Context: an optimization exercise on an open-source flow, tuned for small area and a short achievable clock period. The choices shown serve that exercise and are no tape-out recipe.
Where RTL was checked, it was by simulation tests only, not by an equivalence proof against the original.
The RTL of run 1 was laid out without a check of its function.
No activity file was given, so power comes from the tool's default toggle rates.

**flow/flow/run.sh**
```bash
#!/bin/bash
# The standard ORFS layout, except that the port buffers are plain buf_2 cells
# (the resizer would otherwise pick a larger delay buffer for every port).
# The make output of the whole flow goes to flow_make.log in the work folder;
# ORFS keeps each tool's own log under orfs/logs/.
set -euo pipefail
bash standard.sh "BUFFER_PORTS_ARGS=-inputs -outputs -buffer_cell sky130_fd_sc_hd__buf_2" finish > flow_make.log 2>&1
```
**flow/standard.sh**
```bash
#!/bin/bash
# synth_recipe.tcl (not shown) runs the flow's synth.tcl, then flattens the netlist and writes it again
# the make line also repeats each setting of config.mk as NAME=value (left out here)
make -C /OpenROAD-flow-scripts/flow DESIGN_CONFIG=/design/flow/config.mk WORK_HOME=/design/flow/orfs CLKGATE_MAP_FILE= SYNTH_SCRIPT=/design/flow/synth_recipe.tcl "${@:-finish}"
```
**flow/config.mk**
```make
export PLATFORM = sky130hd
export DESIGN_NAME = CPU
export DESIGN_NICKNAME = CPU
export VERILOG_FILES = /design/flow/design.v
export SDC_FILE = /design/flow/constraint.sdc
export NUM_CORES = 4
export LEC_CHECK = 0
export CAP_MARGIN = 10
export CELL_PAD_IN_SITES_DETAIL_PLACEMENT = 1
export CORE_MARGIN = 2
export CORE_UTILIZATION = 50
export CTS_BUF_LIST = sky130_fd_sc_hd__clkbuf_16
export CTS_CLUSTER_DIAMETER = 80
export CTS_CLUSTER_SIZE = 30
export PLACE_DENSITY = 0.6
export SETUP_SLACK_MARGIN = 4.0
export SLEW_MARGIN = 10
export SYNTH_HIERARCHICAL = 1
export SYNTH_MINIMUM_KEEP_SIZE = 0
export TNS_END_PERCENT = 5
```
**flow/constraint.sdc**
```tcl
create_clock -name core_clock -period 12.0 [get_ports {clk}]
set_input_delay 2.4000 -clock core_clock [delete_from_list [all_inputs] [get_ports {clk}]]
set_output_delay 2.4000 -clock core_clock [all_outputs]
set_load 0.01 [all_outputs]
```
**flow/design.v**
```verilog
`timescale 1ns / 1ps
module RegDec (input [4:0] r, input [31:1] valid, output [31:1] sel);
    genvar i;
    generate
        for (i = 1; i < 32; i = i + 1) begin : d
            assign sel[i] = valid[i] & (r == i);
        end
    endgenerate
endmodule
module ReadPortN (input [32*31-1:0] regs, input [31:1] sel, output reg [31:0] dn);
    integer k;
    always @(*) begin
        dn = 32'hffffffff;
        for (k = 1; k < 32; k = k + 1)
            dn = dn & ~({32{sel[k]}} & regs[32*(k-1) +: 32]);
    end
endmodule
module AddrAdd (input [31:0] an, input [15:0] imm, output [31:0] s);
    assign s = ~(an - {{16{imm[15]}}, imm});
endmodule
module CPU (
    input clk,
    input RST,
    output [31:0] imem_addr,
    input  [31:0] imem_data,
    output [31:0] dmem_addr,
    output [31:0] dmem_wdata,
    output dmem_we,
    input  [31:0] dmem_rdata
    );
    wire [31:0] ins = imem_data;
    wire [5:0]  op  = ins[31:26];
    wire [4:0]  rs  = ins[25:21];
    wire [4:0]  rt  = ins[20:16];
    wire [4:0]  rd  = ins[15:11];
    wire [4:0]  sa  = ins[10:6];
    wire [5:0]  fn  = ins[5:0];
    wire [15:0] imm = ins[15:0];
    wire op_r    = (op == 6'h00);
    wire op_addi = (op == 6'h08);
    wire op_ori  = (op == 6'h0d);
    wire op_lw   = (op == 6'h23);
    wire op_sw   = (op == 6'h2b);
    wire op_beq  = (op == 6'h04);
    wire op_bne  = (op == 6'h05);
    wire op_bgtz = (op == 6'h07);
    wire op_j    = (op == 6'h02);
    wire op_halt = (op == 6'h3f);
    wire f_sub = op_r & (fn == 6'h23);
    wire f_and = op_r & (fn == 6'h24);
    wire f_or  = op_r & (fn == 6'h25);
    wire f_sll = op_r & (fn == 6'h00);
    wire f_slt = op_r & (fn == 6'h2a);
    wire no_wr = op_sw | op_beq | op_bne | op_bgtz | op_j | op_halt;
    wire wr_rt = op_lw | op_addi | op_ori;
    wire is_branch = op_beq | op_bne | op_bgtz;
    wire sel_add = ~(wr_rt | f_sub | f_and | f_or | f_sll | f_slt);
    reg [31:1] valid;
    wire [31:0] wdata;
    wire [4:0]  wa = wr_rt ? rt : rd;
    wire        we = ~no_wr;
    always @(posedge clk or negedge RST) begin
        if (!RST) valid <= 31'd0;
        else if (we && wa != 5'd0) valid[wa] <= 1'b1;
    end
    wire [32*31-1:0] regs;
    wire [31:1] s1, s2;
    genvar i;
    generate
        for (i = 1; i < 32; i = i + 1) begin : r
            reg [31:0] q;
            always @(posedge clk)
                if (we && wa == i) q <= wdata;
            assign regs[32*(i-1) +: 32] = q;
        end
    endgenerate
    RegDec u_dec1 (.r(rs), .valid(valid), .sel(s1));
    RegDec u_dec2 (.r(rt), .valid(valid), .sel(s2));
    wire [31:0] an, bn;
    ReadPortN u_rp1 (.regs(regs), .sel(s1), .dn(an));
    ReadPortN u_rp2 (.regs(regs), .sel(s2), .dn(bn));
    wire [31:0] a = ~an;
    wire [31:0] b = ~bn;
    wire [31:0] simm = {{16{imm[15]}}, imm};
    wire [31:0] asum;
    AddrAdd u_aadd (.an(an), .imm(imm), .s(asum));
    wire        sub  = f_sub | f_slt | is_branch;
    wire [32:0] dsum = {1'b0, a} + {1'b0, b ^ {32{sub}}} + {32'd0, sub};
    wire [31:0] d    = dsum[31:0];
    wire        lt   = (a[31] ^ b[31]) ? a[31] : d[31];
    wire [31:0] ob   = op_ori ? {16'd0, imm} : b;
    wire [31:0] shl  = b << sa;
    wire [31:0] alu =
        ({32{op_addi}}          & asum) |
        ({32{sel_add | f_sub}}  & d) |
        ({32{f_and}}            & (a & b)) |
        ({32{f_or | op_ori}}    & (a | ob)) |
        ({32{f_sll}}            & shl) |
        ({32{f_slt}}            & {31'd0, lt});
    assign wdata = op_lw ? dmem_rdata : alu;
    assign dmem_addr  = asum;
    assign dmem_wdata = b;
    assign dmem_we    = op_sw;
    reg [31:2] pc;
    assign imem_addr = {pc, 2'b00};
    wire [31:2] pc4  = pc + 30'd1;
    wire [31:2] pcbr = pc + {{14{imm[15]}}, imm} + 30'd1;
    wire eq   = (a == b);
    wire taken = (op_beq & eq) | (op_bne & ~eq) | (op_bgtz & ~eq & ~d[31]);
    wire [31:2] npc = op_halt ? pc :
                      op_j    ? {pc[31:28], ins[25:0]} :
                      taken   ? pcbr : pc4;
    always @(posedge clk or negedge RST) begin
        if (!RST) pc <= 30'd0;
        else pc <= npc;
    end
endmodule
```
==> notes.md, run 1 <==
Status:
- The run finished with no timing, DRC or antenna violations.

Worst setup path:
- The type of the worst setup path is in2out.
- In this run the worst path has a maximum fanout of 7.
- The startpoint class of the critical path is an input pin.
- The largest stage delay on the critical path is 0.51 ns.
- The signal arrival time at the worst endpoint is 6.43 ns.
- The most frequent cell on the critical path is sky130_fd_sc_hd__buf_6.
- The kind of capture point of the worst setup path is a primary output.
- The largest individual stage delay along the critical path comes from the cell sky130_fd_sc_hd__nand4_1.
- The data required time of the worst path is 9.60 ns.
- Walking the worst path, the cells encountered are buf_12, and3b_4, and3_4, buf_12, buf_6, a221oi_2, nand4_1, nor3_4, buf_6, ha_4, and4_1, o211ai_1, nand4_1, buf_6, a21o_4, a21oi_4, buf_6, xor2_1, buf_2.

Drt:
- The via total after detailed routing is 46109.
- For this run, design rule violations remaining after detail routing come to 0.
- Routed signal wires occupy layers up through met5.
- The detailed-route wire length is 239000 um.
- After detailed routing, the met2 layer carries 106000 um of wire.
- In the final routed layout, each cell accounts on average for 39.9 um.
- The number of detailed-route iterations in the first pass is 7.
- The total routed wire length on the met1 layer is 83700 um.
- For this block, the initial DRC count from the detailed router was 6758.
- The total length of routed met3 wires is 31000 um.
- In this run the remaining antenna-violating nets after routing total 0.
- The detail-routed via count per cell is 7.71.

Power and ir drop:
- Summed over all cells, the static leakage comes to 22.1 nW.
- The proportion of power drawn by combinational gates is 0.369.
- Of the total power, the clock network draws 0.177.
- The internal portion of the total power is 7.27 mW.
- Across the VDD grid, the largest voltage drop is 0.165 mV.
- The sequential power share is 0.454.
- For this design the total switching power over the nets is 4.39 mW.
- The power density of the placed cells is 186 mW/mm2.
- Of the total power, the share spent switching nets is 0.376.

Finish:
- The share of post-route cells with drive strength above 1 is 0.221.
- After filler insertion, the fill cell instance count of the layout stands at 10464.
- The area used by multi-input combinational logic is 0.0231 mm2.
- The number of nets in the layout is 4752.
- The area added between synthesis and finish is 16.0%.
- The count of cells in the finished layout, fillers not included, comes to 5984.
- The finished cells cover 0.0627 mm2.
- The sequential cell area is 0.0313 mm2.

Global routing:
- For this run the aggregate overflow at the end of global routing stands at 0.
- The number of antenna violations at the first check in global routing is 4.
- The number of global-route vias before repair is 46602.
- The wire length of the first global-routing pass is 335000 um.
- The global-route usage over all layers is 0.420.
- The maximum number of pins on one net before global-route repair is 62.

Synth:
- Synthesis produced 4246 cells.
- The number of synthesized register bits is 1053.
- The cell area that synthesis handed to floorplanning was 0.0541 mm2.
- The sequential fraction of the synthesis area is 0.579.
- The number of enable flip-flop cells after synthesis is 992.
- The dominant register cell in the synthesized netlist is sky130_fd_sc_hd__edfxtp_1.
- Counting flops with an async set or reset pin after synthesis yields a share of 0.0579.
- The per-instance average area after synthesis is 12.7 um2.
- In this run, distinct cell masters in the synthesized netlist total 98.
- During synthesis, Yosys emitted a total of 8 warnings.

Timing:
- Headroom to the max-slew limit came out at 0.0860.
- Dividing the final minimum period by the clock period gives 0.736.
- For the final routed database, the setup TNS stands at 0 ns.
- The transition time of the tightest slew-check pin is 1.37 ns.
- The clock period minus worst slack is 8.83 ns.
- The number of setup violations in the final report is 0.
- The final worst clock skew is 0.0545 ns.
- The hold violation count in the final report is 0.
- The final-report max-slew violation count is 0.
- Based on the critical path, the design can be clocked at up to 113 MHz.
- Setup repair after global routing could not meet its margin everywhere.

Clocking:
- The number of buffers added by the clock tree synthesis step is 47.
- Counting along the longest clock path gives a buffer depth of 3.
- The later pin in the worst-skew pair is clocked with a latency of 0.72 ns.
- Clock-pin slew was measured on the worst setup and hold paths at 0.10 ns.
- The number of clock sinks is 1053.
- The clock root buffer master is sky130_fd_sc_hd__clkbuf_16.
- The CTS tree is yes.
- The H-tree was split into 2 levels.

Hold path:
- The path class of the tightest hold or removal check is reg2reg.

Run:
- Across the run, the number of max-cap violations was 0.

Placement:
- The number of input and output port buffers inserted is 160.
- Summing all placed instances gives a cell area of 0.0567 mm2.
- The estimated wirelength of the detail-placed design is 136000 um.
- The total placed cells including tap cells is 5678.
- The routability congestion estimate from global placement is 0.993.

Die:
- From left edge to right edge, the die measures 333 um.
- The floorplan step defined a die boundary enclosing 0.111 mm2.
- The die is 333 um tall.
- In this run the count of I/O pins placed on the die edge is 163.
- The starting utilization of the core area is 0.504.
- The standard cell core area is 0.107 mm2.
- The floorplan has 120 rows.
## per-stage QoR
stage / total power, mW / util / setup WS, ns / hold slack [ns]
2_1_floorplan: 7.31 / - / 4.14 / 0.433
3_3_place_gp: 8.77 / 0.529 / 2.27 / 0.483
3_5_place_dp: 8.87 / 0.529 / 2.08 / 0.493
4_1_cts: 11.3 / 0.578 / 3.47 / 0.513
5_1_grt: 12.0 / 0.585 / 3.15 / 0.540
6_report: 11.7 / 0.585 / 3.17 / 0.524
## layout make-up
cell class / count / area share
clock inverter: 27 / 0.00485
sequential: 1053 / 0.499
clock buffer: 49 / 0.0196
tap: 1403 / 0.0280
timing repair buffer: 509 / 0.0734
antenna: 4 / 0.000160
inverter: 117 / 0.00700
multi-input combinational: 2822 / 0.368
## state kept, by name, indices dropped and copies added, names as in the netlist
| signal | flops |
|---|---|
| valid | 31 |
| pc | 30 |
| r.q | 992 |
## worst max-delay path, delay by kind of cell
| family | cells | cell delay, ns |
|---|---|---|
| compound gates | 4 | 0.78 |
| xor+xnor | 1 | 0.24 |
| fa+ha+maj | 1 | 0.23 |
| buf+inv | 7 | 1.05 |
| simple gates | 6 | 1.69 |
## per-layer routing
layer,vias up,track usage
met4,6,0.269
met1,23345,0.521
li1,18240,-
met5,-,0
met2,3605,0.649
met3,913,0.117
## kinds of logic (layout without fill, tap and decap cells)
group	Yosys count	in the layout	synth area share
other	1	6	0.0000694
and+or+nand+nor	937	952	0.0961
adders and majority gates	136	136	0.0319
muxes	69	69	0.0162
xor gates and xnor gates	133	133	0.0215
AOI/OAI and AO/OA	1530	1530	0.222
DFF	1053	1053	0.579
buffers and inverters	387	702	0.0334
## cell usage after synthesis, types with 22 or more instances
library cell,number,area (um2)
sky130_fd_sc_hd__dfrtp_1,61,1530
sky130_fd_sc_hd__a221oi_1,168,1470
sky130_fd_sc_hd__xnor2_1,91,797
sky130_fd_sc_hd__a211oi_1,22,165
sky130_fd_sc_hd__buf_2,29,145
sky130_fd_sc_hd__o21ai_0,109,546
sky130_fd_sc_hd__a221o_1,30,300
sky130_fd_sc_hd__a222oi_1,64,641
sky130_fd_sc_hd__a221oi_2,52,781
sky130_fd_sc_hd__nor3_2,56,561
sky130_fd_sc_hd__a21o_1,48,360
sky130_fd_sc_hd__and3_1,82,513
sky130_fd_sc_hd__nor2_1,164,616
sky130_fd_sc_hd__xor2_1,42,368
sky130_fd_sc_hd__a22oi_1,518,3890
sky130_fd_sc_hd__nor3_1,42,210
sky130_fd_sc_hd__ha_1,133,1660
sky130_fd_sc_hd__nand2_1,197,739
sky130_fd_sc_hd__edfxtp_1,992,29800
sky130_fd_sc_hd__o21bai_1,27,203
sky130_fd_sc_hd__a21oi_1,149,746
sky130_fd_sc_hd__o211ai_1,27,203
sky130_fd_sc_hd__clkbuf_1,185,694
sky130_fd_sc_hd__nand3_1,52,260
sky130_fd_sc_hd__a22o_1,192,1680
sky130_fd_sc_hd__nand4_1,218,1360
sky130_fd_sc_hd__inv_1,116,435
sky130_fd_sc_hd__buf_6,26,293
sky130_fd_sc_hd__mux2i_1,49,490
## modules after synthesis, one instance, submodules excluded
| module | area (um2) | times used | cells inside | flip-flops and latches |
|---|---|---|---|---|
| ReadPortN | 5500 | 2 | 701 | 0 |
| CPU | 40700 | 1 | 2493 | 1053 |
| AddrAdd | 1730 | 1 | 257 | 0 |
| RegDec | 318 | 2 | 47 | 0 |
## cell usage in the layout (no fill, tap or decap), types with 30 or more instances in the layout
cell / instances
sky130_fd_sc_hd__edfxtp_1: 992
sky130_fd_sc_hd__a22oi_1: 518
sky130_fd_sc_hd__buf_4: 230
sky130_fd_sc_hd__nand4_1: 218
sky130_fd_sc_hd__a22o_1: 192
sky130_fd_sc_hd__nand2_1: 191
sky130_fd_sc_hd__buf_2: 151
sky130_fd_sc_hd__a221oi_1: 126
sky130_fd_sc_hd__inv_1: 123
sky130_fd_sc_hd__nor2_1: 118
sky130_fd_sc_hd__a21oi_1: 116
sky130_fd_sc_hd__ha_1: 107
sky130_fd_sc_hd__o21ai_0: 97
sky130_fd_sc_hd__a221oi_2: 90
sky130_fd_sc_hd__xnor2_1: 87
sky130_fd_sc_hd__a222oi_1: 64
sky130_fd_sc_hd__dfrtp_1: 61
sky130_fd_sc_hd__buf_6: 60
sky130_fd_sc_hd__nand3_1: 51
sky130_fd_sc_hd__mux2i_1: 49
sky130_fd_sc_hd__clkbuf_16: 49
sky130_fd_sc_hd__a21o_1: 47
sky130_fd_sc_hd__buf_12: 45
sky130_fd_sc_hd__nor3_4: 44
sky130_fd_sc_hd__and3_1: 42
sky130_fd_sc_hd__xor2_1: 39
sky130_fd_sc_hd__nor2_4: 33
sky130_fd_sc_hd__nor3_1: 32
sky130_fd_sc_hd__a221o_1: 30
## power by group through the flow
stage,Sequential [mW],Clock [mW],Combinational (mW)
finish,5.29,2.07,4.30
CTS,5.27,2.05,3.97
detailed placement,5.31,0,3.56
global placement,5.30,0,3.47
global route,5.30,2.17,4.52
floorplan,5.26,0,2.05
## final timing paths
check,to,from,slack [ns],depth (start not counted)
min reg2reg,valid[20],valid[20],0.52,1
max reg2reg,r[14].q[26],valid[16],4.92,34
min in group asynchronous,valid[23],RST,1.89,2
max in group asynchronous,pc[17],RST,9.53,2
min,valid[20],valid[20],0.52,1
max,dmem_addr[16],imem_data[21],3.17,19
## timing repair
action / CTS / global route
setup endpoints to repair: 364 / 594
hold buffers: 0 / 0
gates resized for setup: 350 / 79
buffers inserted: 160 / 34
cloned: 29 / 2
pin swaps: 154 / 89
endpoints found under the hold margin: 0 / 0
==> run 2: changes to the inputs <==
--- a/flow/design.v
+++ b/flow/design.v
@@ -103,8 +103,15 @@
     assign dmem_we    = op_sw;
     reg [31:2] pc;
     assign imem_addr = {pc, 2'b00};
-    wire [31:2] pc4  = pc + 30'd1;
-    wire [31:2] pcbr = pc + {{14{imm[15]}}, imm} + 30'd1;
+    wire [17:2] pc_lo = pc[17:2];
+    wire [31:18] pc_hi = pc[31:18];
+    wire [16:0] lo4  = {1'b0, pc_lo} + 17'd1;
+    wire [16:0] lobr = {1'b0, pc_lo} + {1'b0, imm} + 17'd1;
+    wire [31:18] hi_inc = pc_hi + 14'd1;
+    wire [31:18] hi_dec = pc_hi - 14'd1;
+    wire [31:2] pc4  = {lo4[16] ? hi_inc : pc_hi, lo4[15:0]};
+    wire [31:18] hibr = lobr[16] ? (imm[15] ? pc_hi : hi_inc) : (imm[15] ? hi_dec : pc_hi);
+    wire [31:2] pcbr = {hibr, lobr[15:0]};
     wire eq   = (a == b);
     wire taken = (op_beq & eq) | (op_bne & ~eq) | (op_bgtz & ~eq & ~d[31]);
     wire [31:2] npc = op_halt ? pc :
--- a/flow/config.mk
+++ b/flow/config.mk
@@ -10,8 +10,8 @@
 export CORE_MARGIN = 2
 export CORE_UTILIZATION = 50
 export CTS_BUF_LIST = sky130_fd_sc_hd__clkbuf_16
-export CTS_CLUSTER_DIAMETER = 80
-export CTS_CLUSTER_SIZE = 30
+export CTS_CLUSTER_DIAMETER = 70
+export CTS_CLUSTER_SIZE = 26
 export PLACE_DENSITY = 0.6
 export SETUP_SLACK_MARGIN = 4.0
 export SLEW_MARGIN = 10
==> run 2 against run 1 <==
The layout now fails its checks (max-capacitance violations, max-slew violations); critical endpoint is now dmem_addr[29]; via count decreased by 2.6%; register-to-register slack got worse by 0.23 ns; maximum frequency down 0.53%; total power increased by 2.6%; routed wire length fell by 1.6%; clock skew up 0.014 ns; core utilization increased by 0.095 points; synthesized cell count shrank 2.1%; clock power up 26%; largest power group unchanged; area after synthesis decreased by 1.1%.
==> notes.md, run 2 <==
Die:
- The die area was 0.110 mm2 (-1.1%).
- The height of the die is 331 um (-0.54%).
- The floorplan die width is 331 um (-0.54%).
- The number of placement rows is 119 (-0.83%).
- The starting utilization of the core area is 0.506 (+0.00153).
- The standard cell core area was 0.106 mm2 (-1.4%).
- The I/O pin count came to 163 (unchanged).

Clocking:
- TritonCTS built the clock tree.
- The count of hold-fix buffers inserted at cts came to 0 (unchanged).
- The clock-pin transition on the worst setup and hold timing paths was 0.09 ns (about the same).
- The tree is rooted in a sky130_fd_sc_hd__clkbuf_16.
- The number of buffers added by the clock tree synthesis step was 67 (+43%).
- The count of H-tree levels built during CTS is 3 (+1).
- The clock latency reported for the late side of the worst-skew pair is 0.70 ns (-0.02 ns).
- The number of buffers on the longest clock path is 3 (unchanged).
- The number of clock sinks came to 1053 (unchanged).

Finish:
- The area added between synthesis and finish is 15.8%.
- The register with the highest flop count is r.q.
- The library cells used most frequently in the layout, excluding fill and tap cells, are sky130_fd_sc_hd__edfxtp_1 (992), sky130_fd_sc_hd__a22oi_1 (513), sky130_fd_sc_hd__buf_4 (223), sky130_fd_sc_hd__nand4_1 (215), sky130_fd_sc_hd__a22o_1 (189).
- The largest registers in the layout are r.q (992), valid (31), pc (30).
- The flip-flop count of the largest register, all copies and words added is 992 (unchanged).
- The library cell used most frequently in the layout, excluding fill and tap cells, is sky130_fd_sc_hd__edfxtp_1.
- The number of nets in the layout is 4615 (-2.9%).
- The share of post-route cells with drive strength above 1 is 0.222 (+0.000396).

Global routing:
- The number of global-route vias before repair is 44702 (-4.1%).
- The global-route usage over all layers is 0.417 (-0.00321).
- The overflow left after global routing came to 0 (unchanged).
- The wire length of the first global-routing pass was 325000 um (-3.2%).
- The number of antenna violations at the first check in global routing is 5 (+1).
- The maximum number of pins on one net before global-route repair was 62 (unchanged).

Power and ir drop:
- The power density of the placed cells is 193 mW/mm2 (+3.8%).
- The static leakage came to 21.8 nW (-1.3%).
- The largest vdd supply drop is 0.120 mV (-27%).

Worst setup path:
- The data required time of the worst path is 9.60 ns (about the same).
- The kind of capture point of the worst setup path is a primary output.
- The maximum net fanout on the critical path is 6 (-1).
- The signal arrival time at the worst endpoint is 6.47 ns (+0.04 ns).
- The worst setup path is launched from an input pin.
- The type of the worst setup path is in2out.

Timing:
- The share of the cycle needed by the critical path after routing is 0.740 (+0.00390).
- The worst slack on hold paths came to 0.474 ns (-0.0503 ns).
- The hold violation count in the final report came to 0 (unchanged).
- Setup repair after global routing could not meet its margin everywhere.
- The final-report max-slew violation count is 3 (+3).
- The post-route setup TNS is 0 ns (unchanged).
- The transition time of the tightest slew-check pin is 1.54 ns (+0.169 ns).
- The clock period minus worst slack is 8.87 ns (+0.0468 ns).
- The number of setup violations in the final report is 0 (unchanged).
- The maximum achievable frequency is 113 MHz (-0.53%).
- The final worst clock skew is 0.0682 ns (+0.0137 ns).
- The worst setup margin is 3.13 ns (-0.0468 ns).
- The worst max-slew margin expressed relative to the limit was -0.0377 (-0.124).

Synth:
- The commonest cells after synthesis are sky130_fd_sc_hd__edfxtp_1 (992), sky130_fd_sc_hd__a22oi_1 (513), sky130_fd_sc_hd__nand4_1 (215), sky130_fd_sc_hd__a22o_1 (190), sky130_fd_sc_hd__clkbuf_1 (190).
- By area the synthesized netlist is led by sky130_fd_sc_hd__edfxtp_1 (56%), sky130_fd_sc_hd__a22oi_1 (7.2%), sky130_fd_sc_hd__a22o_1 (3.1%).
- The synthesis warning total is 8 (unchanged).
- The count of distinct cell types in the synthesized netlist is 97 (-1.0%).
- The sequential fraction of the synthesis area is 0.586 (+0.00638).
- The most common cell in the synthesized netlist is sky130_fd_sc_hd__edfxtp_1.
- The share of flip-flops with an asynchronous set or reset after synthesis was 0.0579 (unchanged).
- The per-instance average area after synthesis was 12.9 um2 (+1.0%).
- The number of synthesized register bits is 1053 (unchanged).
- Summed over all instances, the cell type with the most area after synthesis is sky130_fd_sc_hd__edfxtp_1.
- The synthesized instance count is 4157 (-2.1%).
- The post-synthesis instance area is 0.0535 mm2 (-1.1%).
- The share of the synthesized area in the top cell type is 0.557 (+0.00607).
- The dominant register cell in the synthesized netlist is sky130_fd_sc_hd__edfxtp_1.
- The number of enable flip-flop cells after synthesis was 992 (unchanged).

Drt:
- The post-detailed-route count of antenna-violating nets was 0 (unchanged).
- The average wire per cell in the routed design is 40.0 um (+0.32%).
- The number of detailed-route iterations in the first pass came to 10 (+3).
- The via total after detailed routing is 44922 (-2.6%).
- The detail-routed via count per cell was 7.66 (-0.65%).
- The number of DRC violations after detailed-routing iteration 0 came to 7212 (+6.7%).
- The detailed-route wire length is 235000 um (-1.6%).
- The final routed DRC violation total is 0 (unchanged).

Run:
- The number of maximum-capacitance violations came to 1 (+1).

Status:
- The layout checks failed on max-capacitance violations, max-slew violations.
- The run finished, with violations left.

Placement:
- The number of input and output port buffers inserted was 160 (unchanged).
- The estimated wirelength of the detail-placed design is 137000 um (+1.2%).
- The routability congestion estimate from global placement is 0.969 (-2.4%).
- The post-placement worst setup slack is 2.02 ns (-0.0655 ns).

Hold path:
- The class of the most critical hold timing path is reg2reg.
==> run 2: logic make-up after synthesis <==
group           count (synthesis)  share of synthesized area
compound gates               1489                      0.218
flops                        1053                      0.586
simple gates                  885                     0.0927
buf+inv                       391                     0.0340
xor+xnor                      129                     0.0213
fa+ha+maj                     125                     0.0297
mux                            84                     0.0187
other cells                     1                  0.0000701
==> run 2: routing by layer <==
metal / share of wire / global-route usage
met5: 0.00024 / 0
met1: 0.36 / 0.524
met3: 0.12 / 0.0993
met2: 0.45 / 0.649
met4: 0.072 / 0.268
==> run 2: path summary, 6_finish.rpt <==
path,from,end,slack (ns),cells after the start
setup / recovery,imem_data[24],dmem_addr[29],3.13,21
hold / removal,pc[31],pc[31],0.47,1
setup reg to reg,valid[2],pc[30],4.69,20
hold reg to reg,pc[31],pc[31],0.47,1
max in group asynchronous,RST,pc[7],9.50,2
min in group asynchronous,RST,pc[26],1.92,2
==> run 2: area by class of cell <==
type | count | area (um2)
clock inverters | 51 | 648
diodes | 3 | 7.51
multi-input cells | 2733 | 22300
repair buffers | 452 | 3780
well taps | 1391 | 1740
inverters | 117 | 439
flip-flops and latches | 1053 | 31300
fillers | 10266 | 43800
clock buffers | 68 | 1700
==> run 2: per-module statistics from Yosys, one instance, submodules excluded <==
module | cells | area [um2] | times used | flops+latches
AddrAdd | 257 | 1730 | 1 | 0
ReadPortN | 701 | 5500 | 2 | 0
CPU | 2404 | 40100 | 1 | 1053
RegDec | 47 | 318 | 2 | 0
==> run 2: power breakdown <==
| group | switching [mW] | internal (mW) | total [mW] |
|---|---|---|---|
| Clock | 1.45 | 1.15 | 2.61 |
| Sequential | 0.262 | 5.04 | 5.30 |
| Combinational | 2.75 | 1.29 | 4.05 |
| Total | 4.47 | 7.49 | 12.0 |
==> run 2: what timing repair did <==
action | CTS | global route
pin swaps | 131 | 46
endpoints found under the setup margin | 596 | 579
gates resized for setup | 296 | 38
gates cloned | 25 | 4
buffers inserted | 128 | 17
==> run 2: metrics by stage <==
| step | power, mW | instances | instance area (um2) | util |
|---|---|---|---|---|
| 2_1_floorplan | 7.19 | 4158 | 53500 | - |
| 3_3_place_gp | 8.65 | 5572 | 56100 | 0.531 |
| 3_5_place_dp | 8.75 | 5572 | 56100 | 0.531 |
| 4_1_cts | 11.7 | 5844 | 61500 | 0.582 |
| 5_1_grt | 12.3 | 5866 | 61900 | 0.586 |
| 6_report | 12.0 | 5868 | 61900 | 0.586 |
==> run 2: critical path, stage by stage <==
cell                       delay, ns
sky130_fd_sc_hd__buf_12         0.12
sky130_fd_sc_hd__nor3_4         0.05
sky130_fd_sc_hd__buf_12         0.14
sky130_fd_sc_hd__and3_4         0.24
sky130_fd_sc_hd__buf_6          0.14
sky130_fd_sc_hd__a22o_1         0.25
sky130_fd_sc_hd__a221oi_4       0.19
sky130_fd_sc_hd__nand4_1        0.57
sky130_fd_sc_hd__nor3_4         0.35
sky130_fd_sc_hd__buf_6          0.16
sky130_fd_sc_hd__ha_4           0.21
sky130_fd_sc_hd__buf_6          0.12
sky130_fd_sc_hd__o211ai_1       0.12
sky130_fd_sc_hd__a21oi_2        0.12
sky130_fd_sc_hd__o21ai_4        0.22
sky130_fd_sc_hd__o311ai_4       0.11
sky130_fd_sc_hd__buf_12         0.16
sky130_fd_sc_hd__a31o_4         0.23
sky130_fd_sc_hd__or3b_1         0.36
sky130_fd_sc_hd__nand3_2        0.10
sky130_fd_sc_hd__buf_6          0.11
==> run 3: changes to the inputs <==
--- a/flow/config.mk
+++ b/flow/config.mk
@@ -5,7 +5,7 @@
 export SDC_FILE = /design/flow/constraint.sdc
 export NUM_CORES = 4
 export LEC_CHECK = 0
-export CAP_MARGIN = 10
+export CAP_MARGIN = 20
 export CELL_PAD_IN_SITES_DETAIL_PLACEMENT = 1
 export CORE_MARGIN = 2
 export CORE_UTILIZATION = 50
@@ -14,7 +14,7 @@
 export CTS_CLUSTER_SIZE = 26
 export PLACE_DENSITY = 0.6
 export SETUP_SLACK_MARGIN = 4.0
-export SLEW_MARGIN = 10
+export SLEW_MARGIN = 20
 export SYNTH_HIERARCHICAL = 1
 export SYNTH_MINIMUM_KEEP_SIZE = 0
 export TNS_END_PERCENT = 5
==> run 3 against run 2 <==
The layout still fails its checks (max-capacitance violations, max-slew violations); total power is essentially flat; worst setup slack worse by 0.037 ns; sequential share of layout area hardly changed; clock skew decreased by 0.0046 ns; largest cell class unchanged.
==> notes.md, run 3 <==
Status:
- The run finished, with violations left.
- A clean result was blocked by max-capacitance violations, max-slew violations.

Die:
- The floorplan die width is 331 um (unchanged).
- The height of the die is 331 um (unchanged).
- The standard cell core area was 0.106 mm2 (unchanged).
- The starting utilization of the core area is 0.506 (unchanged).
- The number of placement rows is 119 (unchanged).
- The die area is 0.110 mm2 (unchanged).
- The I/O pin count is 163 (unchanged).

Clocking:
- The number of buffers on the longest clock path is 3 (unchanged).
- The clock root buffer master is sky130_fd_sc_hd__clkbuf_16.
- The number of clock sinks was 1053 (unchanged).
- The clock-pin transition on the worst setup and hold timing paths was 0.09 ns (about the same).
- The number of buffers added by the clock tree synthesis step is 67 (unchanged).
- The CTS tree is yes.
- The count of H-tree levels built during CTS is 3 (unchanged).
- The clock latency reported for the late side of the worst-skew pair came to 0.69 ns (about the same).

Finish:
- The number of nets in the layout was 4614 (-0.022%).
- The area used by multi-input combinational logic is 0.0223 mm2 (about the same).
- The cell area after layout is 0.0619 mm2 (about the same).
- The library cell used most frequently in the layout, excluding fill and tap cells, is sky130_fd_sc_hd__edfxtp_1.
- The flip-flop count of the largest register, all copies and words added was 992 (unchanged).
- The top cell types in the final layout, fill and taps aside, are sky130_fd_sc_hd__edfxtp_1 (992), sky130_fd_sc_hd__a22oi_1 (513), sky130_fd_sc_hd__buf_4 (222), sky130_fd_sc_hd__nand4_1 (215), sky130_fd_sc_hd__a22o_1 (189).
- The count of placed standard cells in the final layout, fillers left out is 5869 (+0.017%).
- The fill cell total of the finished layout is 10268 (+0.019%).
- The share of post-route cells with drive strength above 1 was 0.222 (+0.000497).
- The register with the highest flop count is r.q.
- The largest registers in the layout are r.q (992), valid (31), pc (30).
- The area added between synthesis and finish is 15.8% (about the same).
- The sequential cell area is 0.0313 mm2 (unchanged).
- The core utilization of the finished layout is 0.586 (about the same).

Synth:
- Among all cell types in the netlist, the one instantiated most often is sky130_fd_sc_hd__edfxtp_1.
- The share of flip-flops with an asynchronous set or reset after synthesis was 0.0579 (unchanged).
- The share of the synthesized area in the top cell type is 0.557 (unchanged).
- The count of distinct cell types in the synthesized netlist is 97 (unchanged).
- The number of enable flip-flop cells after synthesis came to 992 (unchanged).
- The synthesized instance count was 4157 (unchanged).
- After synthesis, the cell types taking the most area are sky130_fd_sc_hd__edfxtp_1 (56%), sky130_fd_sc_hd__a22oi_1 (7.2%), sky130_fd_sc_hd__a22o_1 (3.1%).
- The number of synthesized register bits is 1053 (unchanged).
- The sequential fraction of the synthesis area came to 0.586 (unchanged).
- The synthesis warning total is 8 (unchanged).
- The largest area contributor in the netlist is sky130_fd_sc_hd__edfxtp_1.
- The per-instance average area after synthesis was 12.9 um2 (unchanged).
- Sorting the synthesized cells by how often they occur yields sky130_fd_sc_hd__edfxtp_1 (992), sky130_fd_sc_hd__a22oi_1 (513), sky130_fd_sc_hd__nand4_1 (215), sky130_fd_sc_hd__a22o_1 (190), sky130_fd_sc_hd__clkbuf_1 (190).
- The post-synthesis instance area was 0.0535 mm2 (unchanged).
- The dominant register cell in the synthesized netlist is sky130_fd_sc_hd__edfxtp_1.

Run:
- The number of maximum-capacitance violations is 1 (unchanged).

Worst setup path:
- The setup slack of the worst register-to-register path is 4.67 ns (-0.02 ns).
- STA classifies the critical path startpoint as an input pin.
- The data required time of the worst path was 9.60 ns (about the same).
- The signal on the critical path passes through buf_12, nor3_4, buf_12, and3_4, buf_6, a22o_1, a221oi_4, nand4_1, nor3_4, buf_6, ha_4, buf_6, o211ai_1, a21oi_2, o21ai_4, o311ai_4, buf_12, a31o_4, or3b_1, nand3_2, buf_6.
- The most frequent cell on the critical path is sky130_fd_sc_hd__buf_6.
- The slowest stage cell on the critical path is sky130_fd_sc_hd__nand4_1.
- The signal arrival time at the worst endpoint is 6.51 ns (+0.04 ns).
- The kind of cell with the highest combined delay on the critical path is simple AND/OR/NAND/NOR gates.
- The worst setup path is captured at a primary output.
- The maximum net fanout on the critical path is 6 (unchanged).
- The type of the worst setup path is in2out.
- The buffers plus inverters on the worst setup path is 7 (unchanged).
- The largest stage delay on the critical path is 0.59 ns (+0.02 ns).

Hold path:
- The path class of the tightest hold or removal check is reg2reg.

Timing:
- The share of the cycle needed by the critical path after routing is 0.743 (+0.00312).
- The final worst clock skew came to 0.0636 ns (-0.00457 ns).
- The hold violation count in the final report is 0 (unchanged).
- The worst slack on hold paths is 0.473 ns (-0.000851 ns).
- The transition time of the tightest slew-check pin was 1.53 ns (-0.0116 ns).
- The worst max-slew margin expressed relative to the limit was -0.0299 (+0.00780).
- The post-route setup TNS is 0 ns (unchanged).
- Setup repair after global routing could not meet its margin everywhere.
- The number of setup violations in the final report was 0 (unchanged).
- The clock period minus worst slack is 8.91 ns (+0.0374 ns).
- The final-report max-slew violation count came to 3 (unchanged).
- The maximum achievable frequency is 112 MHz (-0.42%).
- The worst setup margin came to 3.09 ns (-0.0375 ns).

Placement:
- The estimated wirelength of the detail-placed design came to 137000 um (unchanged).
- The cell area reported after detailed placement was 0.0561 mm2 (unchanged).
- The post-placement worst setup slack is 2.02 ns (unchanged).
- The routability congestion estimate from global placement is 0.969 (unchanged).
- The total placed cells including tap cells is 5572 (unchanged).
- The number of input and output port buffers inserted is 160 (unchanged).

Drt:
- The average wire per cell in the routed design was 40.0 um (about the same).
- The number of detailed-route iterations in the first pass is 7 (-3).
- The detailed-route wire length was 235000 um (about the same).
- The post-detailed-route count of antenna-violating nets is 0 (unchanged).
- The via total after detailed routing is 44939 (+0.038%).
- The number of DRC violations after detailed-routing iteration 0 was 7120 (-1.3%).
- The detail-routed via count per cell is 7.66 (about the same).
- The final routed DRC violation total was 0 (unchanged).

Global routing:
- The number of antenna violations at the first check in global routing is 5 (unchanged).
- The wire length of the first global-routing pass is 325000 um (unchanged).
- The global-route usage over all layers is 0.417 (unchanged).
- The maximum number of pins on one net before global-route repair is 62 (unchanged).
- The number of global-route vias before repair is 44702 (unchanged).
- The overflow left after global routing is 0 (unchanged).

Power and ir drop:
- The power density of the placed cells is 193 mW/mm2 (about the same).
- The largest vdd supply drop is 0.119 mV (-1.2%).
- The power consumption is 12.0 mW (about the same).
- The static leakage is 21.8 nW (about the same).
## run 3: cell count changes in the layout (fill, tap and decap cells not counted)
| cell | previous run | this run |
|---|---|---|
| sky130_fd_sc_hd__buf_4 | 223 | 222 |
| sky130_fd_sc_hd__diode_2 | 3 | 5 |
| sky130_fd_sc_hd__nor2_2 | 15 | 14 |
| sky130_fd_sc_hd__nor2_4 | 32 | 33 |
| sky130_fd_sc_hd__o21a_1 | 15 | 12 |
| sky130_fd_sc_hd__o21a_2 | 4 | 7 |
## run 3: per-layer routing
layer | vias up | share of wire | GRT usage
met5 | - | 0.00024 | 0
met4 | 8 | 0.072 | 0.268
met3 | 820 | 0.12 | 0.0993
met2 | 3496 | 0.45 | 0.649
met1 | 22786 | 0.36 | 0.524
li1 | 17829 | - | -
## run 3: final timing paths
check,endpoint,from,depth (start not counted)
max in group asynchronous,pc[7],RST,2
min,pc[31],pc[31],1
min reg2reg,pc[31],pc[31],1
max,dmem_addr[29],imem_data[23],21
max reg2reg,pc[30],valid[28],21
min in group asynchronous,pc[26],RST,2
## run 3: report_power, final
| part | total (mW) | internal [mW] | switching, mW |
|---|---|---|---|
| Sequential | 5.30 | 5.04 | 0.262 |
| Clock | 2.61 | 1.15 | 1.46 |
| Combinational | 4.04 | 1.29 | 2.75 |
## run 3: kinds of logic (layout without fill, tap and decap cells)
group / count (synthesis) / count (layout) / share of synthesized area
fa+ha+maj: 125 / 125 / 0.0297
mux: 84 / 84 / 0.0187
xor+xnor: 129 / 129 / 0.0213
other cells: 1 / 7 / 0.0000701
flops: 1053 / 1053 / 0.586
compound gates: 1489 / 1491 / 0.218
buf+inv: 391 / 687 / 0.0340
simple gates: 885 / 902 / 0.0927
## run 3: repair_timing
item,CTS,global route
setup endpoints to repair,596,548
buffers inserted,128,16
gates cloned,25,4
hold buffers,0,0
resized for setup,296,37
pin swaps,131,47
## run 3: area by class of cell
class / instances / share of cell area
Clock buffer: 68 / 0.0275
Tap cell: 1391 / 0.0281
Clock inverter: 51 / 0.0105
Inverter: 117 / 0.00709
Timing Repair Buffer: 451 / 0.0609
Antenna cell: 5 / 0.000202
Sequential cell: 1053 / 0.506
Multi-Input combinational cell: 2733 / 0.360
## run 3: per-module statistics from Yosys (local to each module, per instance)
module	flip-flops and latches	copies in the design	cells	area, um2
RegDec	0	2	47	318
CPU	1053	1	2404	40100
AddrAdd	0	1	257	1730
ReadPortN	0	2	701	5500
==> run 4: changes to the inputs <==
--- a/flow/config.mk
+++ b/flow/config.mk
@@ -13,8 +13,8 @@
 export CTS_CLUSTER_DIAMETER = 70
 export CTS_CLUSTER_SIZE = 26
 export PLACE_DENSITY = 0.6
-export SETUP_SLACK_MARGIN = 4.0
+export SETUP_SLACK_MARGIN = 4.5
 export SLEW_MARGIN = 20
 export SYNTH_HIERARCHICAL = 1
 export SYNTH_MINIMUM_KEEP_SIZE = 0
-export TNS_END_PERCENT = 5
+export TNS_END_PERCENT = 1
==> run 4 against run 3 <==
The run now finishes clean; combinational power shrank 2%; cell count down 0.75%; die area is the same; first-iteration DRC count shrank 7.9%; worst setup slack got worse by 0.059 ns; maximum frequency fell by 0.65%; non-clock buffer count fell by 45; total power is 0.15% higher; sequential power hardly changed; flip-flop and latch count is the same; clock-buffer cell count up 4.
==> notes.md, run 4 <==
Timing:
- The transition time of the tightest slew-check pin is 1.13 ns (-0.403 ns).
- The worst max-slew margin expressed relative to the limit is 0.248 (+0.278).
- The share of the cycle needed by the critical path after routing is 0.748 (+0.00488).
- The clock period minus worst slack was 8.97 ns (+0.0586 ns).
- The number of setup violations in the final report came to 0 (unchanged).
- The final worst clock skew is 0.0582 ns (-0.00547 ns).
- The hold violation count in the final report came to 0 (unchanged).
- The post-route setup TNS is 0 ns (unchanged).
- The maximum achievable frequency was 111 MHz (-0.65%).
- Setup repair after global routing could not meet its margin everywhere.
- The final-report max-slew violation count is 0 (-3).

Finish:
- The register with the highest flop count is r.q.
- The cell area after layout was 0.0611 mm2 (-1.4%).
- The flip-flop count of the largest register, all copies and words added is 992 (unchanged).
- The most common cell after layout, fill and taps aside is sky130_fd_sc_hd__edfxtp_1.
- In the layout the commonest cells are sky130_fd_sc_hd__edfxtp_1 (992), sky130_fd_sc_hd__a22oi_1 (513), sky130_fd_sc_hd__nand4_1 (215), sky130_fd_sc_hd__buf_4 (208), sky130_fd_sc_hd__a22o_1 (190).
- The area added between synthesis and finish is 14.2%.
- The number of nets in the layout was 4567 (-1.0%).
- The largest registers in the layout are r.q (992), valid (31), pc (30).
- The core utilization of the finished layout was 0.578 (-0.00810).
- The share of post-route cells with drive strength above 1 is 0.206 (-0.0156).

Global routing:
- The overflow left after global routing is 0 (unchanged).
- The wire length of the first global-routing pass is 324000 um (-0.22%).
- The number of global-route vias before repair is 44529 (-0.39%).
- The global-route usage over all layers is 0.417 (-0.000486).
- The number of antenna violations at the first check in global routing is 5 (unchanged).
- The maximum number of pins on one net before global-route repair is 62 (unchanged).

Worst setup path:
- The maximum net fanout on the critical path is 16 (+10).
- The data required time of the worst path is 9.60 ns (about the same).
- The type of the worst setup path is in2out.
- The startpoint class of the critical path is an input pin.
- The kind of capture point of the worst setup path is a primary output.
- The signal arrival time at the worst endpoint came to 6.57 ns (+0.06 ns).

Synth:
- The synthesis warning total is 8 (unchanged).
- The share of flip-flops with an asynchronous set or reset after synthesis is 0.0579 (unchanged).
- The number of synthesized register bits is 1053 (unchanged).
- The dominant register cell in the synthesized netlist is sky130_fd_sc_hd__edfxtp_1.
- The post-synthesis instance area was 0.0535 mm2 (unchanged).
- The synthesized instance count is 4157 (unchanged).
- The per-instance average area after synthesis is 12.9 um2 (unchanged).
- The commonest cells after synthesis are sky130_fd_sc_hd__edfxtp_1 (992), sky130_fd_sc_hd__a22oi_1 (513), sky130_fd_sc_hd__nand4_1 (215), sky130_fd_sc_hd__a22o_1 (190), sky130_fd_sc_hd__clkbuf_1 (190).
- The number of enable flip-flop cells after synthesis is 992 (unchanged).
- Yosys attributes the largest share of cell area to sky130_fd_sc_hd__edfxtp_1 (56%), sky130_fd_sc_hd__a22oi_1 (7.2%), sky130_fd_sc_hd__a22o_1 (3.1%).
- The share of the synthesized area in the top cell type is 0.557 (unchanged).
- The sequential fraction of the synthesis area is 0.586 (unchanged).
- The largest area contributor in the netlist is sky130_fd_sc_hd__edfxtp_1.
- The count of distinct cell types in the synthesized netlist is 97 (unchanged).
- The most common cell in the synthesized netlist is sky130_fd_sc_hd__edfxtp_1.

Clocking:
- The number of clock sinks is 1053 (unchanged).
- The count of hold-fix buffers inserted at cts is 0 (unchanged).
- The clock latency reported for the late side of the worst-skew pair is 0.72 ns (+0.03 ns).
- The number of buffers added by the clock tree synthesis step came to 70 (+4.5%).
- TritonCTS built the clock tree.
- The number of buffers on the longest clock path came to 3 (unchanged).
- The clock root buffer master is sky130_fd_sc_hd__clkbuf_16.
- The count of H-tree levels built during CTS came to 3 (unchanged).
- The clock-pin transition on the worst setup and hold timing paths is 0.09 ns (about the same).

Drt:
- The average wire per cell in the routed design is 40.2 um (+0.67%).
- The number of DRC violations after detailed-routing iteration 0 is 6558 (-7.9%).
- The number of detailed-route iterations in the first pass came to 10 (+3).
- The detail-routed via count per cell is 7.68 (+0.28%).
- The final routed DRC violation total came to 0 (unchanged).
- The detailed-route wire length is 234000 um (about the same).
- The post-detailed-route count of antenna-violating nets is 0 (unchanged).
- The via total after detailed routing came to 44729 (-0.47%).

Placement:
- The routability congestion estimate from global placement came to 0.994 (+2.6%).
- The estimated wirelength of the detail-placed design is 140000 um (+2.0%).
- The cell area reported after detailed placement came to 0.0563 mm2 (+0.22%).
- The number of input and output port buffers inserted was 160 (unchanged).

Die:
- The starting utilization of the core area is 0.506 (unchanged).
- The I/O pin count was 163 (unchanged).
- The height of the die was 331 um (unchanged).
- The standard cell core area is 0.106 mm2 (unchanged).
- The die area is 0.110 mm2 (unchanged).
- The floorplan die width is 331 um (unchanged).
- The number of placement rows came to 119 (unchanged).

Power and ir drop:
- The largest vdd supply drop came to 0.140 mV (+18%).
- The static leakage is 21.5 nW (-1.6%).
- The power density of the placed cells came to 196 mW/mm2 (+1.6%).

Run:
- The number of maximum-capacitance violations is 0 (-1).

Hold path:
- The tightest min-delay check is of the reg2reg type.

Status:
- The flow ran to the end and the layout has no timing, DRC or antenna violations.
-- run 4: cell counts after synthesis --
No cell type changed its count.
-- run 4: cells by family (layout without fill, tap and decap cells) --
family          Yosys count  after routing  synth area share
compound gates         1489           1490             0.218
xor+xnor                129            129            0.0213
fa+ha+maj               125            125            0.0297
buf+inv                 391            648            0.0340
flops                  1053           1053             0.586
mux                      84             84            0.0187
other cells               1              7         0.0000701
simple gates            885            898            0.0927
-- run 4: stage by stage --
stage               instances  hold WS, ns  setup slack, ns  power (mW)
floorplan                4158        0.433             4.17        7.20
global placement         5579        0.472             2.46        8.64
detailed placement       5579        0.474             2.39        8.74
CTS                      5788        0.493             3.26        11.7
global route             5820        0.528             2.97        12.3
finish                   5825        0.506             3.03        12.0
-- run 4: report_power, final --
group	total (mW)	switching [mW]	internal, mW
combinational	3.95	2.73	1.22
sequential	5.28	0.247	5.04
clock	2.74	1.48	1.26
-- run 4: metal layers --
metal	GRT usage	share of wire
met4	0.263	0.073
met2	0.653	0.45
met5	0	0.000094
met1	0.524	0.35
met3	0.0944	0.12
-- run 4: worst max-delay path, cell delays in order --
cell	delay, ns
sky130_fd_sc_hd__buf_8	0.13
sky130_fd_sc_hd__nor2b_4	0.19
sky130_fd_sc_hd__and3_4	0.24
sky130_fd_sc_hd__bufbuf_16	0.34
sky130_fd_sc_hd__a22o_1	0.23
sky130_fd_sc_hd__a221oi_1	0.27
sky130_fd_sc_hd__nand4_1	0.50
sky130_fd_sc_hd__nor3_4	0.29
sky130_fd_sc_hd__buf_4	0.20
sky130_fd_sc_hd__ha_4	0.25
sky130_fd_sc_hd__nand4_1	0.24
sky130_fd_sc_hd__nor2_1	0.13
sky130_fd_sc_hd__a211oi_1	0.24
sky130_fd_sc_hd__o21ai_0	0.14
sky130_fd_sc_hd__a21oi_2	0.21
sky130_fd_sc_hd__o21ai_2	0.12
sky130_fd_sc_hd__xnor2_1	0.24
sky130_fd_sc_hd__buf_2	0.18
-- run 4: final cells by class --
| cell class | count | area [um2] |
|---|---|---|
| flip-flops and latches | 1053 | 31300 |
| inverters | 117 | 439 |
| repair buffers | 406 | 3120 |
| multi-input cells | 2728 | 22000 |
| diodes | 5 | 12.5 |
| well taps | 1391 | 1740 |
| clock inverters | 53 | 706 |
| clock buffers | 72 | 1800 |
| fillers | 10378 | 44600 |
-- run 4: path summary, 6_finish.rpt --
check / startpoint / to / slack (ns) / depth (start not counted)
max: imem_data[22] / dmem_addr[31] / 3.03 / 18
min: pc[31] / pc[31] / 0.51 / 1
max reg2reg: valid[1] / pc[25] / 4.74 / 20
min reg2reg: pc[31] / pc[31] / 0.51 / 1
max in group asynchronous: RST / pc[4] / 9.54 / 2
min in group asynchronous: RST / valid[23] / 1.89 / 2
-- run 4: repair_timing --
item,CTS,global route
buffers inserted,67,29
cloned,17,3
pin swaps,97,42
endpoints found under the setup margin,804,881
gates resized for setup,181,60
-- run 4: modules after synthesis (local to each module, per instance) --
| module | cell area, um2 | cells |
|---|---|---|
| ReadPortN | 5500 | 701 |
| RegDec | 318 | 47 |
| AddrAdd | 1730 | 257 |
| CPU | 40100 | 2404 |
==> run 5: changes to the inputs <==
--- a/flow/design.v
+++ b/flow/design.v
@@ -1,4 +1,7 @@
 `timescale 1ns / 1ps
+module AddSub (input [31:0] an, input [31:0] bn, input sub, output [31:0] d);
+    assign d = ~an + (~bn ^ {32{sub}}) + {31'd0, sub};
+endmodule
 module RegDec (input [4:0] r, input [31:1] valid, output [31:1] sel);
     genvar i;
     generate
@@ -85,20 +88,21 @@
     wire [31:0] asum;
     AddrAdd u_aadd (.an(an), .imm(imm), .s(asum));
     wire        sub  = f_sub | f_slt | is_branch;
-    wire [32:0] dsum = {1'b0, a} + {1'b0, b ^ {32{sub}}} + {32'd0, sub};
-    wire [31:0] d    = dsum[31:0];
+    wire [31:0] d;
+    AddSub u_addsub (.an(an), .bn(bn), .sub(sub), .d(d));
     wire        lt   = (a[31] ^ b[31]) ? a[31] : d[31];
     wire [31:0] ob   = op_ori ? {16'd0, imm} : b;
     wire [31:0] shl  = b << sa;
+    wire        use_asum = op_addi | op_lw | op_sw;
     wire [31:0] alu =
-        ({32{op_addi}}          & asum) |
-        ({32{sel_add | f_sub}}  & d) |
+        ({32{use_asum}}         & asum) |
+        ({32{(sel_add & ~op_sw) | f_sub}} & d) |
         ({32{f_and}}            & (a & b)) |
         ({32{f_or | op_ori}}    & (a | ob)) |
         ({32{f_sll}}            & shl) |
         ({32{f_slt}}            & {31'd0, lt});
     assign wdata = op_lw ? dmem_rdata : alu;
-    assign dmem_addr  = asum;
+    assign dmem_addr  = alu;
     assign dmem_wdata = b;
     assign dmem_we    = op_sw;
     reg [31:2] pc;
==> flow/config.mk (replaced) <==
export PLATFORM = sky130hd
export DESIGN_NAME = CPU
export DESIGN_NICKNAME = CPU
export VERILOG_FILES = /design/flow/design.v
export SDC_FILE = /design/flow/constraint.sdc
export NUM_CORES = 4
export LEC_CHECK = 0
export CAP_MARGIN = 10
export CELL_PAD_IN_SITES_DETAIL_PLACEMENT = 1
export CORE_MARGIN = 2
export CORE_UTILIZATION = 50
export CTS_BUF_LIST = sky130_fd_sc_hd__clkbuf_16
export CTS_CLUSTER_DIAMETER = 70
export CTS_CLUSTER_SIZE = 26
export PLACE_DENSITY = 0.6
export SETUP_SLACK_MARGIN = 4.0
export SLEW_MARGIN = 10
export SYNTH_HIERARCHICAL = 1
export SYNTH_MINIMUM_KEEP_SIZE = 0
export TNS_END_PERCENT = 5
==> run 5 against run 4 <==
Still clean; sequential share of layout area decreased by 1.6 points; routed wire length increased by 7.5%; non-clock buffer count rose by 126; clock skew is 0.021 ns higher.
==> notes.md, run 5 <==
Clocking:
- The CTS tree is yes.
- The number of buffers on the longest clock path came to 3 (unchanged).
- The clock latency reported for the late side of the worst-skew pair is 0.73 ns (about the same).
- The cell sitting at the root of the clock tree is a sky130_fd_sc_hd__clkbuf_16.
- The number of clock sinks was 1053 (unchanged).
- The clock-pin transition on the worst setup and hold timing paths is 0.07 ns (-0.02 ns).
- The count of H-tree levels built during CTS is 3 (unchanged).
- The number of buffers added by the clock tree synthesis step came to 69 (-1.4%).

Worst setup path:
- The signal arrival time at the worst endpoint is 7.68 ns (+1.11 ns).
- The data required time of the worst path is 9.60 ns (about the same).
- The maximum net fanout on the critical path was 16 (unchanged).
- The cell depth of the worst flop-to-flop path is 28 (+40%).
- The type of the worst setup path is in2out.
- The most frequent cell on the critical path is sky130_fd_sc_hd__nor3_4.
- The worst flop-to-flop path startpoint is valid[28].
- The buffers plus inverters on the worst setup path is 5 (+1).
- The critical path launch point is imem_data[20].
- The kind of cell with the highest combined delay on the critical path is simple AND/OR/NAND/NOR gates.
- The largest stage delay on the critical path is 0.51 ns (about the same).
- On the critical path, the stage with the largest delay is an instance of sky130_fd_sc_hd__nand4_1.
- The number of gates on the worst path with buffers counted was 25 (+7).
- The startpoint class of the critical path is an input pin.
- The kind of capture point of the worst setup path is a primary output.

Finish:
- The count of placed standard cells in the final layout, fillers left out is 5923 (+1.7%).
- The largest registers in the layout are r.q (992), valid (31), pc (30).
- Compared with the post-synthesis result, the final layout area differs by 17.3%.
- The flip-flop count of the largest register, all copies and words added was 992 (unchanged).
- In the layout the commonest cells are sky130_fd_sc_hd__edfxtp_1 (992), sky130_fd_sc_hd__a22oi_1 (524), sky130_fd_sc_hd__buf_4 (310), sky130_fd_sc_hd__nand4_1 (223), sky130_fd_sc_hd__a22o_1 (190).
- The cell area after layout is 0.0631 mm2 (+3.2%).
- The number of nets in the layout is 4647 (+1.8%).
- The share of post-route cells with drive strength above 1 is 0.256 (+0.0492).
- Ranked by flip-flop count, first place goes to r.q.
- The most common cell after layout, fill and taps aside is sky130_fd_sc_hd__edfxtp_1.

Placement:
- The estimated wirelength of the detail-placed design is 144000 um (+2.7%).
- The cell area reported after detailed placement is 0.0565 mm2 (+0.41%).
- The total placed cells including tap cells was 5534 (-0.81%).
- The number of input and output port buffers inserted is 160 (unchanged).
- The routability congestion estimate from global placement is 1.02 (+2.8%).

Die:
- The starting utilization of the core area is 0.503 (-0.00300).
- The I/O pin count is 163 (unchanged).
- The die area is 0.110 mm2 (+0.52%).
- The standard cell core area is 0.107 mm2 (+1.1%).
- The number of placement rows came to 120 (+0.84%).
- The height of the die is 332 um (+0.26%).
- The floorplan die width is 332 um (+0.26%).

Power and ir drop:
- The power density of the placed cells came to 193 mW/mm2 (-1.6%).
- The largest vdd supply drop was 0.157 mV (+12%).
- The static leakage was 22.4 nW (+4.3%).

Hold path:
- The class of the most critical hold timing path is reg2reg.
- The hold-critical path depth is 1 (unchanged).
- In this run the most critical hold path is launched from pc[31].

Timing:
- The worst slack on hold paths is 0.501 ns (-0.00488 ns).
- The final worst clock skew is 0.0788 ns (+0.0206 ns).
- The hold violation count in the final report is 0 (unchanged).
- The share of the cycle needed by the critical path after routing is 0.840 (+0.0922).
- The maximum achievable frequency is 99.2 MHz (-11%).
- Setup repair after global routing could not meet its margin everywhere.
- The transition time of the tightest slew-check pin is 1.20 ns (+0.0746 ns).
- The number of setup violations in the final report is 0 (unchanged).
- The final-report max-slew violation count is 0 (unchanged).
- The worst max-slew margin expressed relative to the limit was 0.195 (-0.0531).
- The clock period minus worst slack came to 10.08 ns (+1.11 ns).
- The post-route setup TNS is 0 ns (unchanged).

Synth:
- By count the netlist is led by sky130_fd_sc_hd__edfxtp_1 (992), sky130_fd_sc_hd__a22oi_1 (524), sky130_fd_sc_hd__nand4_1 (223), sky130_fd_sc_hd__a22o_1 (190), sky130_fd_sc_hd__clkbuf_1 (183).
- The largest total area in the synthesized netlist belongs to sky130_fd_sc_hd__edfxtp_1.
- Among all cell types in the netlist, the one instantiated most often is sky130_fd_sc_hd__edfxtp_1.
- The share of the synthesized area in the top cell type is 0.554 (-0.00290).
- Among all flip-flop cells after synthesis, the most frequent one is sky130_fd_sc_hd__edfxtp_1.
- The synthesized instance count is 4092 (-1.6%).
- The share of flip-flops with an asynchronous set or reset after synthesis is 0.0579 (unchanged).
- The count of distinct cell types in the synthesized netlist is 102 (+5.2%).
- The post-synthesis instance area is 0.0538 mm2 (+0.52%).
- The number of enable flip-flop cells after synthesis was 992 (unchanged).
- Ranked by total cell area, the synthesized netlist is headed by sky130_fd_sc_hd__edfxtp_1 (55%), sky130_fd_sc_hd__a22oi_1 (7.3%), sky130_fd_sc_hd__a22o_1 (3.1%).
- The sequential fraction of the synthesis area is 0.582 (-0.00305).
- The per-instance average area after synthesis is 13.1 um2 (+2.1%).
- The synthesis warning total is 8 (unchanged).
- The number of synthesized register bits is 1053 (unchanged).

Drt:
- The via total after detailed routing is 46038 (+2.9%).
- The number of detailed-route iterations in the first pass came to 10 (unchanged).
- The detailed-route wire length is 252000 um (+7.5%).
- The final routed DRC violation total is 0 (unchanged).
- The detail-routed via count per cell is 7.77 (+1.2%).
- The post-detailed-route count of antenna-violating nets was 0 (unchanged).
- The number of DRC violations after detailed-routing iteration 0 is 7686 (+17%).
- The average wire per cell in the routed design is 42.5 um (+5.7%).

Global routing:
- The wire length of the first global-routing pass came to 349000 um (+7.8%).
- The global-route usage over all layers is 0.447 (+0.0300).
- The number of global-route vias before repair was 45764 (+2.8%).
- The overflow left after global routing is 0 (unchanged).
- The maximum number of pins on one net before global-route repair is 62 (unchanged).
- The number of antenna violations at the first check in global routing was 14 (+9).

Status:
- The run finished with no timing, DRC or antenna violations.

Run:
- The number of maximum-capacitance violations was 0 (unchanged).
## run 5: changes by cell type in the layout (fill, tap and decap cells not counted), sizes merged, moves of 10 or more
cell	previous run	this run
nor2	156	127
a222oi	64	95
a21oi	145	105
inv	141	165
buf	399	528
mux2	16	43
o211ai	24	12
a221oi	224	196
mux2i	57	26
a221o	26	11
mux4	11	38
o21bai	26	16
a22oi	513	524
o21a	19	8
## run 5: routing by layer
| metal | GRT usage | wire length [um] |
|---|---|---|
| met1 | 0.542 | 86100 |
| met2 | 0.660 | 109000 |
| met3 | 0.157 | 34800 |
| met4 | 0.329 | 21600 |
| met5 | 0 | 53 |
## run 5: metrics by stage
| step | power, mW | utilization | worst slack (ns) |
|---|---|---|---|
| global route | 12.4 | 0.590 | 1.85 |
| global placement | 8.65 | 0.528 | 1.24 |
| floorplan | 7.21 | - | 3.56 |
| CTS | 11.8 | 0.585 | 2.15 |
| detailed placement | 8.75 | 0.528 | 1.16 |
| finish | 12.2 | 0.590 | 1.92 |
## run 5: final timing paths
kind                                end  slack, ns
max in group asynchronous        pc[15]       9.51
min reg2reg                      pc[31]       0.50
max reg2reg                      pc[26]       4.53
min in group asynchronous     valid[12]       1.88
max                        dmem_addr[0]       1.92
min                              pc[31]       0.50
## run 5: Yosys stat by module (local to each module, per instance)
module	flip-flops and latches	cells
CPU	1053	2031
AddSub	0	308
ReadPortN	0	701
RegDec	0	47
AddrAdd	0	257
## run 5: logic make-up (layout without fill, tap and decap cells)
| kind of cell | count (synthesis) | after routing | synth area share |
|---|---|---|---|
| AND/OR/NAND/NOR | 852 | 881 | 0.0908 |
| adder cells (fa/ha/maj) | 125 | 125 | 0.0295 |
| XOR/XNOR | 134 | 134 | 0.0225 |
| other | 1 | 10 | 0.0000698 |
| flip-flops | 1053 | 1053 | 0.582 |
| buffers and inverters | 408 | 798 | 0.0353 |
| multiplexers | 107 | 107 | 0.0298 |
| AO/OA/AOI/OAI | 1412 | 1412 | 0.209 |
## run 5: worst reg2reg max path: cells and delay by family (launching register included)
family                   cells  cell delay, ns
AO/OA/AOI/OAI                9            1.67
XOR/XNOR                     3            0.42
adder cells (fa/ha/maj)      1            0.35
buffers and inverters        6            1.16
flip-flops                   1            0.65
AND/OR/NAND/NOR              9            3.05
## run 5: report_power, final
group | total [mW] | switching, mW | internal (mW) | leakage [nW]
Clock | 2.75 | 1.52 | 1.23 | 1.22
Combinational | 4.10 | 2.84 | 1.25 | 11.4
Sequential | 5.32 | 0.302 | 5.02 | 9.79
Total | 12.2 | 4.67 | 7.50 | 22.4
## run 5: area by class of cell
cell class,instances,area (um2)
Clock inverter,58,773
Tap cell,1403,1760
Clock buffer,69,1730
Sequential cell,1053,31300
Antenna cell,8,20.0
Timing Repair Buffer,532,4310
Multi-Input combinational cell,2661,22600
Fill cell,10386,43800
Inverter,139,524
## run 5: what timing repair did
action,4_1_cts,5_1_grt
endpoints found under the setup margin,267,48
hold buffers,0,0
gates cloned,30,3
pin swaps,178,61
gates resized for setup,341,38
buffers inserted,194,27

## afterwards: timing with drivers on the ports
The results above use ideal ports. As a check the final layouts listed here were re-extracted and re-timed, cells and wires unchanged. Step 1, drivers: a clkbuf_16 drives clk and a buf_2 each remaining input, both assumed. Step 2, shift: input delay + t, output delay - t, t = (earliest + latest rising clock arrival at the registers) / 2. This alone moves slack from input paths to output paths. Slacks: ideal / step 1 / step 2; pairs: ideal / step 1.
run	shift t [ns]	slack for setup (ns)	hold WS [ns]	latest minus earliest clock arrival (ns)	slew at the worst register clock pin (ns)
run 1	0.764	3.172 / 2.995 / 2.695	0.524 / 0.524 / 0.524	0.054 / 0.055	0.12 / 0.12
run 2	0.744	3.125 / 2.969 / 2.515	0.474 / 0.474 / 0.474	0.068 / 0.068	0.11 / 0.11
run 3	0.740	3.088 / 2.938 / 2.540	0.473 / 0.473 / 0.473	0.063 / 0.064	0.11 / 0.11
run 4	0.766	3.029 / 2.979 / 2.522	0.506 / 0.506 / 0.506	0.058 / 0.058	0.11 / 0.11
run 5	0.760	1.923 / 1.847 / 1.847	0.501 / 0.501 / 0.501	0.079 / 0.079	0.10 / 0.10
For run 2, which loses most, drivers alone change the setup slack by -0.156 ns; drivers and shift together by -0.610 ns.
